This is an optimization exercise on Yosys and OpenROAD, whose aim is a short achievable clock period and few clock cycles, not a production implementation. The clock input has no modelled driver; a real chip could not lean on it and would need a root buffer or a full tree.

==> inputs of wip/pepper <==
## TinyMIPS
module TinyMIPS(
    input  wire        clk,
    input  wire        rst,
    input  wire [15:0] data_fromRAM,
    output wire        wrEn,
    output wire [7:0]  addr_toRAM,
    output wire [15:0] data_toRAM
);
Settings: LEC_CHECK=0, CAP_MARGIN=20, CORE_MARGIN=2, CORE_UTILIZATION=50, PLACE_DENSITY=0.65, SETUP_SLACK_MARGIN=5, SLEW_MARGIN=20, SYNTH_HIERARCHICAL=1; clock period 8.0 ns.
standard.sh (not shown) runs the stock make flow with config.mk's settings and CLKGATE_MAP_FILE= SYNTH_SCRIPT=/design/flow/synth_recipe.tcl, a recipe that flattens the netlist after the stock synthesis.
==> flow/flow/run.sh <==
#!/bin/bash
# Standard layout, with the timing repair aiming at a larger setup margin.
bash standard.sh SETUP_SLACK_MARGIN=5.35 > standard_flow.log 2>&1
==> wip/tundra (differences from wip/pepper) <==
==> flow/flow/run.sh (replaced) <==
#!/bin/bash
# Standard layout with two changes: the timing repair aims at a larger setup
# margin, and the clock tree is built by flow/cts_tree.tcl (hooked in before
# ORFS's clock_tree_synthesis call) instead of TritonCTS.
HERE=$(pwd)
bash standard.sh SETUP_SLACK_MARGIN=5.45 PRE_CTS_TCL=$HERE/flow/cts_tree.tcl > standard_flow.log 2>&1
==> flow/flow/cts_tree.tcl (new file) <==
# Clock tree built here instead of TritonCTS: the clock port drives one
# buffer per quadrant, each of which drives one buffer per grid cell of
# flip-flops in its quadrant (two buffer levels).  The grid is chosen for
# about 20 flip-flops per leaf buffer.
proc build_clock_tree {midbuf leafbuf} {
  set db [ord::get_db]
  set block [ord::get_db_block]
  set clk [$block findNet clk]
  set core [$block getCoreArea]
  set x0 [$core xMin]; set y0 [$core yMin]; set x1 [$core xMax]; set y1 [$core yMax]
  set sinks [$clk getITerms]
  set g [expr {int(ceil(sqrt([llength $sinks] / 16.0)))}]
  if {$g < 2} {set g 2}
  set w [expr {double($x1 - $x0) / $g}]
  set h [expr {double($y1 - $y0) / $g}]
  array set cell {}
  foreach it $sinks {
    set loc [[$it getInst] getLocation]
    set cx [expr {int(([lindex $loc 0] - $x0) / $w)}]
    set cy [expr {int(([lindex $loc 1] - $y0) / $h)}]
    if {$cx >= $g} {set cx [expr {$g - 1}]}; if {$cx < 0} {set cx 0}
    if {$cy >= $g} {set cy [expr {$g - 1}]}; if {$cy < 0} {set cy 0}
    lappend cell($cx,$cy) $it
  }
  # split crowded cells (sorted along x) so no leaf drives more than maxn
  set maxn 22
  array set group {}
  foreach key [lsort [array names cell]] {
    set its $cell($key)
    set n [llength $its]
    if {$n <= $maxn} { set group($key,0) $its; continue }
    set keyed {}
    foreach it $its { lappend keyed [list [lindex [[$it getInst] getLocation] 0] $it] }
    set sorted {}
    foreach e [lsort -integer -index 0 $keyed] { lappend sorted [lindex $e 1] }
    set parts [expr {int(ceil(double($n) / $maxn))}]
    set per [expr {int(ceil(double($n) / $parts))}]
    for {set p 0} {$p < $parts} {incr p} {
      set group($key,$p) [lrange $sorted [expr {$p * $per}] [expr {($p + 1) * $per - 1}]]
    }
  }
  set mm [$db findMaster $midbuf]
  array set qleaves {}
  set k 0
  foreach gkey [lsort [array names group]] {
    set its $group($gkey)
    if {[llength $its] == 0} continue
    set key [join [lrange [split $gkey ,] 0 1] ,]
    set lm [$db findMaster [expr {[llength $its] > 12 ? $leafbuf : "sky130_fd_sc_hd__clkbuf_8"}]]
    set sx 0; set sy 0
    foreach it $its {
      set l [[$it getInst] getLocation]
      set sx [expr {$sx + [lindex $l 0]}]; set sy [expr {$sy + [lindex $l 1]}]
    }
    set n [llength $its]
    set lx [expr {int($sx / $n)}]; set ly [expr {int($sy / $n)}]
    set leaf [odb::dbInst_create $block $lm "clkleaf_$k"]
    $leaf setLocation $lx $ly
    $leaf setPlacementStatus PLACED
    set lnet [odb::dbNet_create $block "clkleafnet_$k"]
    $lnet setSigType CLOCK
    [$leaf findITerm X] connect $lnet
    foreach it $its { $it disconnect; $it connect $lnet }
    lassign [split $key ,] cx cy
    set q "[expr {$cx * 2 / $g}],[expr {$cy * 2 / $g}]"
    lappend qleaves($q) [list $leaf $lx $ly]
    incr k
  }
  set m 0
  foreach q [lsort [array names qleaves]] {
    set sx 0; set sy 0; set tot 0
    foreach e $qleaves($q) {
      lassign $e leaf lx ly
      set sx [expr {$sx + $lx}]; set sy [expr {$sy + $ly}]; incr tot
    }
    set mid [odb::dbInst_create $block $mm "clkmid_$m"]
    $mid setLocation [expr {int($sx / $tot)}] [expr {int($sy / $tot)}]
    $mid setPlacementStatus PLACED
    set mnet [odb::dbNet_create $block "clkmidnet_$m"]
    $mnet setSigType CLOCK
    [$mid findITerm X] connect $mnet
    [$mid findITerm A] connect $clk
    foreach e $qleaves($q) { [[lindex $e 0] findITerm A] connect $mnet }
    incr m
  }
  puts "clock tree: $g x $g grid, $k leaf buffers, $m quadrant buffers"
}

# cts.tcl calls clock_tree_synthesis right after this hook
rename clock_tree_synthesis tritoncts_clock_tree_synthesis
proc clock_tree_synthesis {args} {
  build_clock_tree sky130_fd_sc_hd__clkbuf_16 sky130_fd_sc_hd__clkbuf_16
  set_propagated_clock [all_clocks]
}
==> wip/umber (differences from wip/pepper) <==
--- a/flow/design.v
+++ b/flow/design.v
@@ -66,15 +66,15 @@
     reg  [7:0]  rPC, rNX;
     reg         LAbb;
     reg         rF;         
     reg         cap2;       
     reg         EB0v, EB1v;
     reg  [7:0]  EBA;
     reg  [15:0] EBw0, EBw1;
-    reg  [7:0]  LApc;
+    reg  [7:0]  LApc, LApc1;
     reg  [5:0]  LAimm;
     reg  [7:0]  LAtgtB1;    
     reg  [7:0]  fpc;        
     reg         halted;
     reg         bv;         
     reg  [7:0]  bpc, btg;
     localparam QW = 52;
@@ -92,15 +92,15 @@
     reg         e_srl, e_ld, e_st, e_br, e_beq, e_halt;
     reg  [15:0] eX, eY;
     reg         fxa, fya;   
     reg         fxc, fyc;   
     reg         fxm, fym;   
     reg         fxu, fyu;   
     reg  [5:0]  e_imm;
-    reg  [7:0]  e_pc, e_tgt, e_pc1, e_tgt1, e_pc2;
+    reg  [7:0]  e_pc, e_pc1, e_pc2;
     reg         e_ptk, e_rb;     
     reg  [7:0]  e_pn;            
     reg         e_bk;            
     reg         bV, b_tk, b_ptk, b_sane, b_bk;
     reg  [7:0]  b_alt;           
     reg  [7:0]  b_pc, b_tgt, b_pc1, b_tgt1, b_pc2;
     reg  [15:0] Rres;       
@@ -131,14 +131,17 @@
     wire [7:0]  redir  = b_tk ? b_tgt  : b_pc1;
     wire [7:0]  redir1 = b_tk ? b_tgt1 : b_pc2;
     wire        e_ok     = ev & ~misB;
     wire        e_halt_v = e_ok & e_halt;
     wire        e_mem    = e_ok & (e_ld | e_st);
     wire        sq       = misB | e_halt_v;
     wire [7:0]  maddr    = Xm[7:0] + {2'b00, e_imm};
+    wire [7:0]  e_tgt, e_tgt1;
+    add8m u_et0 (.a(e_pc),  .b({{2{e_imm[5]}}, e_imm}), .s(e_tgt));
+    add8m u_et1 (.a(e_pc1), .b({{2{e_imm[5]}}, e_imm}), .s(e_tgt1));
     wire [15:0] r0, r1, r2, r3, r4, r5, shres, m0n, m1n;
     mul_e  u_mul_e  (.x(Xu), .y(Yu), .srl(e_srl), .r0(r0), .r1(r1), .r2(r2), .r3(r3),
                      .r4(r4), .r5(r5), .sh(shres));
     mul_e2 u_mul_e2 (.r0(MR0), .r1(MR1), .r2(MR2), .r3(MR3), .r4(MR4), .r5(MR5), .sh(SR),
                      .s(m0n), .c(m1n));
     wire [15:0] mres;
     add16m u_mres (.a(M0), .b(M1), .s(mres));
@@ -205,22 +208,21 @@
     wire        yd = |(ys & dselv);
     wire        xl = |(xs & lselv);
     wire        yl = |(ys & lselv);
     wire [15:0] rx1 = xr ? Rres : xl ? LR : rfx;
     wire [15:0] ry1 = yr ? Rres : yl ? LR : rfy;
     wire [15:0] rx = xd ? data_fromRAM : rx1;
     wire [15:0] ry = yd ? data_fromRAM : ry1;
-    wire [7:0]  d_tgt = d_pc + {{2{di[5]}}, di[5:0]};
     wire [7:0]  d_pc1 = d_pc + 8'd1;
     wire        bhit  = bv & (bpc == fpc);
     wire [7:0]  fpred = bhit ? btg : fpc + 8'd1;
     wire        room  = ~(q_full | (q_ge3 & (rV | pF)) | (q_ge2 & rV & pF));
     wire [7:0]  LAtgt, la_tgt1;
-    add8m u_lat (.a(LApc), .b({{2{LAimm[5]}}, LAimm}), .s(LAtgt));
-    assign la_tgt1 = LAtgt + 8'd1;
+    add8m u_lat  (.a(LApc),  .b({{2{LAimm[5]}}, LAimm}), .s(LAtgt));
+    add8m u_lat1 (.a(LApc1), .b({{2{LAimm[5]}}, LAimm}), .s(la_tgt1));
     wire [7:0]  EBA1 = EBA + 8'd1;
     wire [7:0]  EBA2 = EBA + 8'd2;
     wire [7:0]  EBA3 = EBA + 8'd3;
     wire        ebhit = b_sane & EB0v & (b_alt == EBA);
     wire        ebf2 = ebhit & EB1v;
     wire        ebf1 = ebhit & ~EB1v;
     wire [7:0]  eb_s  = ebf2 ? EBA2 : ebf1 ? EBA1 : redir;
@@ -321,14 +323,15 @@
         end
     end
     always @(posedge clk) begin
         rPC <= pAi;
         if (LAbb) begin EBA <= rPC; EBw0 <= data_fromRAM; end
         if (cap2) EBw1 <= data_fromRAM;
         LApc  <= rPC;
+        LApc1 <= rPC + 8'd1;
         LAimm <= ri[5:0];
         LAtgtB1 <= rPC + 8'd1;
         rNX <= pNX;
         rBP <= pBP;
         if (bV & b_tk & b_bk) begin
             bpc <= b_pc; btg <= b_tgt;
         end
@@ -357,17 +360,15 @@
         fxm    <= needx & x0 & (d_ld | d_st);
         fym    <= needy & y0 & d_st;
         fxu    <= needx & x0 & (d_mul | d_srl);
         fyu    <= needy & y0 & (d_mul | d_srl);
         e_imm  <= di[5:0];
         e_bk   <= di[5];
         e_pc   <= d_pc;
-        e_tgt  <= d_tgt;
         e_pc1  <= d_pc1;
-        e_tgt1 <= d_pc1 + {{2{di[5]}}, di[5:0]};
         e_pc2  <= d_pc + 8'd2;
         e_ptk  <= d_br & (d_rb | d_bp);
         e_rb   <= d_rb;
         e_pn   <= d_pn;
         b_tk   <= e_br & taken;
         b_ptk  <= e_ptk;
         b_alt  <= e_ptk ? e_pc1 : e_tgt;
==> wip/xenon (differences from wip/pepper) <==
--- a/flow/design.v
+++ b/flow/design.v
@@ -66,16 +66,15 @@
     reg  [7:0]  rPC, rNX;
     reg         LAbb;
     reg         rF;         
     reg         cap2;       
     reg         EB0v, EB1v;
     reg  [7:0]  EBA;
     reg  [15:0] EBw0, EBw1;
-    reg  [7:0]  LApc;
-    reg  [5:0]  LAimm;
+    reg  [7:0]  LAtgt;
     reg  [7:0]  LAtgtB1;    
     reg  [7:0]  fpc;        
     reg         halted;
     reg         bv;         
     reg  [7:0]  bpc, btg;
     localparam QW = 52;
     reg  [QW-1:0] Q [0:3];
@@ -106,15 +105,14 @@
     reg  [15:0] Rres;       
     reg  [15:0] LR;         
     reg  [7:0]  s1_av, s1_lv;        
     reg         s1_ld;
     reg  [7:0]  s2_lv;               
     reg         s2_ld;
     reg  [7:0]  s3_lv;               
-    reg  [7:0]  rselv, dselv, lselv, bxv;
     reg  [15:0] MR0, MR1, MR2, MR3, MR4, MR5;    
     reg  [15:0] SR;                              
     reg  [15:0] M0, M1;                          
     wire [15:0] Xa = fxa ? Rres : eX;
     wire [15:0] Ya = fya ? Rres : eY;
     wire [15:0] Xc = fxc ? Rres : eX;
     wire [15:0] Yc = fyc ? Rres : eY;
@@ -144,14 +142,15 @@
     add16m u_mres (.a(M0), .b(M1), .s(mres));
     wire [15:0] lres = s2_ld ? data_fromRAM : mres;
     wire [15:0] ri = data_fromRAM;
     wire [3:0]  rop = ri[15:12];
     wire        r_br  = (rop == 4'd8) | (rop == 4'd9) | (rop == 4'd10);
     wire        r_ok  = rV & ~LAbb;                      
     wire        r_bb  = r_ok & r_br & ri[5] & ~rBP;      
+    wire [7:0]  r_tgt = rPC + {{2{ri[5]}}, ri[5:0]};
     wire        r_ab  = (rop == 4'd8) | (rop == 4'd9);   
     wire [2:0]  r_xs  = r_ab ? ri[11:9] : ri[8:6];
     wire [2:0]  r_ys  = (rop == 4'd5) ? ri[11:9] : r_ab ? ri[8:6] :
                         (rop == 4'd10) ? ri[11:9] : ri[5:3];
     wire        r_nx  = (rop != 4'd7) & (rop <= 4'd10);
     wire        r_ny  = (rop == 4'd0) | (rop == 4'd2) | (rop == 4'd3) | (rop == 4'd5) | r_br;
     wire [QW-1:0] q0 = ({QW{qh[0]}} & Q[0]) | ({QW{qh[1]}} & Q[1]) |
@@ -175,52 +174,50 @@
     wire        d_halt = (dop >= 4'd11);
     wire [7:0]  xs = q0[19:12];      
     wire [7:0]  ys = q0[11:4];
     wire        needx = q0[3];
     wire        needy = q0[2];
     wire        d_wr  = d_add | d_addi | d_cp | d_cpi;
     wire        d_long = d_ld | d_mul | d_srl;
-    wire [7:0]  e_wv = e_av | e_lv;
-    wire [7:0]  W0 = ev ? e_wv : 8'd0;
-    wire [7:0]  busy = ev ? (e_lv | (~e_wv & bxv)) : bxv;
+    wire [7:0]  W0 = ev ? (e_av | e_lv) : 8'd0;
+    wire [7:0]  L0 = ev ? e_lv : 8'd0;
+    wire [7:0]  W1 = s1_av | s1_lv;
+    wire [7:0]  L2ld = s2_ld ? s2_lv : 8'd0;
+    wire [7:0]  L2n  = s2_ld ? 8'd0 : s2_lv;
+    wire [7:0]  busy = L0 | (~W0 & s1_lv) | (~W0 & ~W1 & L2n);
     wire        xstall = needx & |(busy & xs);
     wire        ystall = needy & |(busy & ys);
     wire        issue = q_ne & ~xstall & ~ystall & ~halted;
     wire        x0 = |(xs & W0);
-    wire [7:0]  n_w1 = e_ok ? e_wv : 8'd0;                   
-    wire [7:0]  n_l1 = e_ok ? e_lv : 8'd0;                   
-    wire [7:0]  n_l2 = s1_lv & ~(e_ok ? e_av : 8'd0);        
     wire        y0 = |(ys & W0);
     reg  [15:0] rfx, rfy;
     integer r;
     always @* begin
         rfx = 16'd0; rfy = 16'd0;
         for (r = 0; r < 8; r = r + 1) begin
             rfx = rfx | (RF[r] & {16{xs[r]}});
             rfy = rfy | (RF[r] & {16{ys[r]}});
         end
     end
-    wire        xr = |(xs & rselv);
-    wire        yr = |(ys & rselv);
-    wire        xd = |(xs & dselv);
-    wire        yd = |(ys & dselv);
-    wire        xl = |(xs & lselv);
-    wire        yl = |(ys & lselv);
+    wire        xr = |(xs & W1);
+    wire        yr = |(ys & W1);
+    wire        xd = |(xs & ~W1 & L2ld);
+    wire        yd = |(ys & ~W1 & L2ld);
+    wire        xl = |(xs & ~W1 & ~s2_lv & s3_lv);
+    wire        yl = |(ys & ~W1 & ~s2_lv & s3_lv);
     wire [15:0] rx1 = xr ? Rres : xl ? LR : rfx;
     wire [15:0] ry1 = yr ? Rres : yl ? LR : rfy;
     wire [15:0] rx = xd ? data_fromRAM : rx1;
     wire [15:0] ry = yd ? data_fromRAM : ry1;
     wire [7:0]  d_tgt = d_pc + {{2{di[5]}}, di[5:0]};
     wire [7:0]  d_pc1 = d_pc + 8'd1;
     wire        bhit  = bv & (bpc == fpc);
     wire [7:0]  fpred = bhit ? btg : fpc + 8'd1;
     wire        room  = ~(q_full | (q_ge3 & (rV | pF)) | (q_ge2 & rV & pF));
-    wire [7:0]  LAtgt, la_tgt1;
-    add8m u_lat (.a(LApc), .b({{2{LAimm[5]}}, LAimm}), .s(LAtgt));
-    assign la_tgt1 = LAtgt + 8'd1;
+    wire [7:0]  la_tgt1 = LAtgt + 8'd1;
     wire [7:0]  EBA1 = EBA + 8'd1;
     wire [7:0]  EBA2 = EBA + 8'd2;
     wire [7:0]  EBA3 = EBA + 8'd3;
     wire        ebhit = b_sane & EB0v & (b_alt == EBA);
     wire        ebf2 = ebhit & EB1v;
     wire        ebf1 = ebhit & ~EB1v;
     wire [7:0]  eb_s  = ebf2 ? EBA2 : ebf1 ? EBA1 : redir;
@@ -247,21 +244,15 @@
     end
     wire [1:0]  am  = misB ? {ebf2, ebf1} : e_halt_v ? 2'd0 : {1'b0, r_ok};
     wire [3:0]  nqh = sq ? qt : issue ? {qh[2:0], qh[3]} : qh;
     wire [3:0]  nqt = am[1] ? {qt[1:0], qt[3:2]} : am[0] ? {qt[2:0], qt[3]} : qt;
     wire [3:0]  qn1 = sq ? 4'd0 : issue ? {1'b0, qn[3:1]} : qn;
     wire [3:0]  nqn = am[1] ? {qn1[1:0], 2'b11} : am[0] ? {qn1[2:0], 1'b1} : qn1;
     wire [3:0]  qt1 = {qt[2:0], qt[3]};
-    wire [7:0]  r_fa = 8'd1 << ri[11:9];
-    wire [7:0]  r_fb = 8'd1 << ri[8:6];
-    wire [7:0]  r_fc = 8'd1 << ri[5:3];
-    wire        r_yA = (rop == 4'd5) | (rop == 4'd10);
-    wire [7:0]  r_xoh = r_ab ? r_fa : r_fb;
-    wire [7:0]  r_yoh = r_yA ? r_fa : r_ab ? r_fb : r_fc;
-    wire [QW-1:0] a_r  = {ri, rPC, rNX, r_xoh, r_yoh, r_nx, r_ny, r_bb, rBP};
+    wire [QW-1:0] a_r  = {ri, rPC, rNX, 8'd1 << r_xs, 8'd1 << r_ys, r_nx, r_ny, r_bb, rBP};
     wire [QW-1:0] a_e0 = {EBw0, EBA, EBA1, pdoh(EBw0), 2'b00};
     wire [QW-1:0] a_e1 = {EBw1, EBA1, EBA2, pdoh(EBw1), 2'b00};
     wire [QW-1:0] A0 = misB ? a_e0 : a_r;
     always @(posedge clk) begin
         if (rst) begin
             pA  <= 8'd0;
             pWE <= 1'b0;
@@ -286,15 +277,14 @@
             pF <= 1'b1; pNX <= 8'd1; pBP <= 1'b0;
             rV <= 1'b0; LAbb <= 1'b0; rF <= 1'b0; cap2 <= 1'b0;
             EB0v <= 1'b0; EB1v <= 1'b0;
             fpc <= 8'd1; halted <= 1'b0; bv <= 1'b0;
             qh <= 4'd1; qt <= 4'd1; qn <= 4'd0;
             ev <= 1'b0; bV <= 1'b0;
             s1_av <= 8'd0; s1_lv <= 8'd0; s2_lv <= 8'd0; s3_lv <= 8'd0;
-            rselv <= 8'd0; dselv <= 8'd0; lselv <= 8'd0; bxv <= 8'd0;
         end else begin
             pNX <= nNX; fpc <= nfpc; pF <= nF; pBP <= nBP;
             qh <= nqh; qt <= nqt; qn <= nqn;
             rV <= pF & ~sq & ~LAbb;
             LAbb <= r_bb & ~sq;
             rF   <= pF;
             cap2 <= LAbb;
@@ -310,26 +300,21 @@
             bV <= e_ok & ~e_halt;
             if (e_halt_v) halted <= 1'b1;
             if (bV & b_tk & b_bk) bv <= 1'b1;
             s1_av <= e_ok ? e_av : 8'd0;
             s1_lv <= e_ok ? e_lv : 8'd0;
             s2_lv <= s1_lv & ~(e_ok ? e_av : 8'd0);
             s3_lv <= s2_lv;
-            rselv <= n_w1;
-            dselv <= ~n_w1 & (s1_ld ? n_l2 : 8'd0);
-            lselv <= ~n_w1 & ~n_l2 & s2_lv;
-            bxv   <= n_l1 | (~n_w1 & (s1_ld ? 8'd0 : n_l2));
         end
     end
     always @(posedge clk) begin
         rPC <= pAi;
         if (LAbb) begin EBA <= rPC; EBw0 <= data_fromRAM; end
         if (cap2) EBw1 <= data_fromRAM;
-        LApc  <= rPC;
-        LAimm <= ri[5:0];
+        LAtgt <= r_tgt;
         LAtgtB1 <= rPC + 8'd1;
         rNX <= pNX;
         rBP <= pBP;
         if (bV & b_tk & b_bk) begin
             bpc <= b_pc; btg <= b_tgt;
         end
         for (i = 0; i < 4; i = i + 1) begin
@@ -459,21 +444,7 @@
     wire [15:0] a1 = r3 ^ r4 ^ r5;
     wire [15:0] b1 = ((r3 & r4) | (r3 & r5) | (r4 & r5)) << 1;
     wire [15:0] a2 = a0 ^ b0 ^ a1;
     wire [15:0] b2 = ((a0 & b0) | (a0 & a1) | (b0 & a1)) << 1;
     assign s = (a2 ^ b2 ^ b1) | sh;
     assign c = ((a2 & b2) | (a2 & b1) | (b2 & b1)) << 1;
 endmodule
-module add8m(input wire [7:0] a, input wire [7:0] b, output wire [7:0] s);
-    reg [7:0] g, p;
-    integer i, k;
-    always @* begin
-        g = a & b;
-        p = a ^ b;
-        for (k = 1; k < 8; k = k * 2)
-            for (i = 7; i >= k; i = i - 1) begin
-                g[i] = g[i] | (p[i] & g[i-k]);
-                p[i] = p[i] & p[i-k];
-            end
-    end
-    assign s = (a ^ b) ^ {g[6:0], 1'b0};
-endmodule
==> comparison <==
- The lowest via count belongs to wip/xenon, the highest to wip/tundra.
- Wire length: wip/xenon < wip/pepper < wip/umber < wip/tundra.
- Of wip/pepper and wip/xenon, wip/pepper has the higher die area (gap about 2.6%, measured against wip/xenon).
- Clock skew: wip/xenon < wip/umber < wip/pepper < wip/tundra.
- Between wip/xenon and wip/umber, the lower critical path depth is in wip/xenon (gap 1).
- First-iteration DRC count, lowest first: wip/xenon, wip/pepper, wip/tundra, wip/umber.
- The highest utilization belongs to wip/tundra, the lowest to wip/umber.
- Non-clock buffer count: wip/umber < wip/xenon < wip/pepper.
- Register-to-register slack is about the same in wip/pepper and wip/xenon.
No run of this note included a check of the RTL's function; only the layout flow was run. In wip/tundra the design's own scripts or RTL, not TritonCTS, make the clock network.

## what the ideal ports hide
In the flow no input, the clock included, has a driving cell. The finished layouts below were timed again as built, in two steps.
Step 1 sets driving cells, clkbuf_16 on the clock port and buf_2 on the other inputs (assumed; they add their load-dependent delay and slew).
Step 2, shift: input delay + t, output delay - t, t = (earliest + latest rising clock arrival at the registers) / 2. This alone moves slack from input paths to output paths.
Slacks: ideal ports / drivers / drivers and shift; pairs: ideal ports / drivers.
| run | t, ns | setup WS [ns] | clock arrival spread, ns | worst register clock-pin slew, ns | worst data-port slew with drivers (ns) |
|---|---|---|---|---|---|
| wip/pepper | 0.730 | 5.184 / 5.184 / 4.663 | 0.035 / 0.035 | 0.07 / 0.07 | 0.14 |
| wip/tundra | 0.620 | 5.199 / 5.230 / 4.631 | 0.050 / 0.050 | 0.09 / 0.09 | 0.21 |
| wip/umber | 0.759 | 5.186 / 5.182 / 4.455 | 0.034 / 0.034 | 0.07 / 0.07 | 0.06 |
| wip/xenon | 0.752 | 5.197 / 5.160 / 4.407 | 0.026 / 0.027 | 0.07 / 0.07 | 0.17 |
After both steps every run listed still meets setup and hold. For wip/xenon, which loses most, drivers alone change the setup slack by -0.037 ns; drivers and shift together by -0.790 ns.
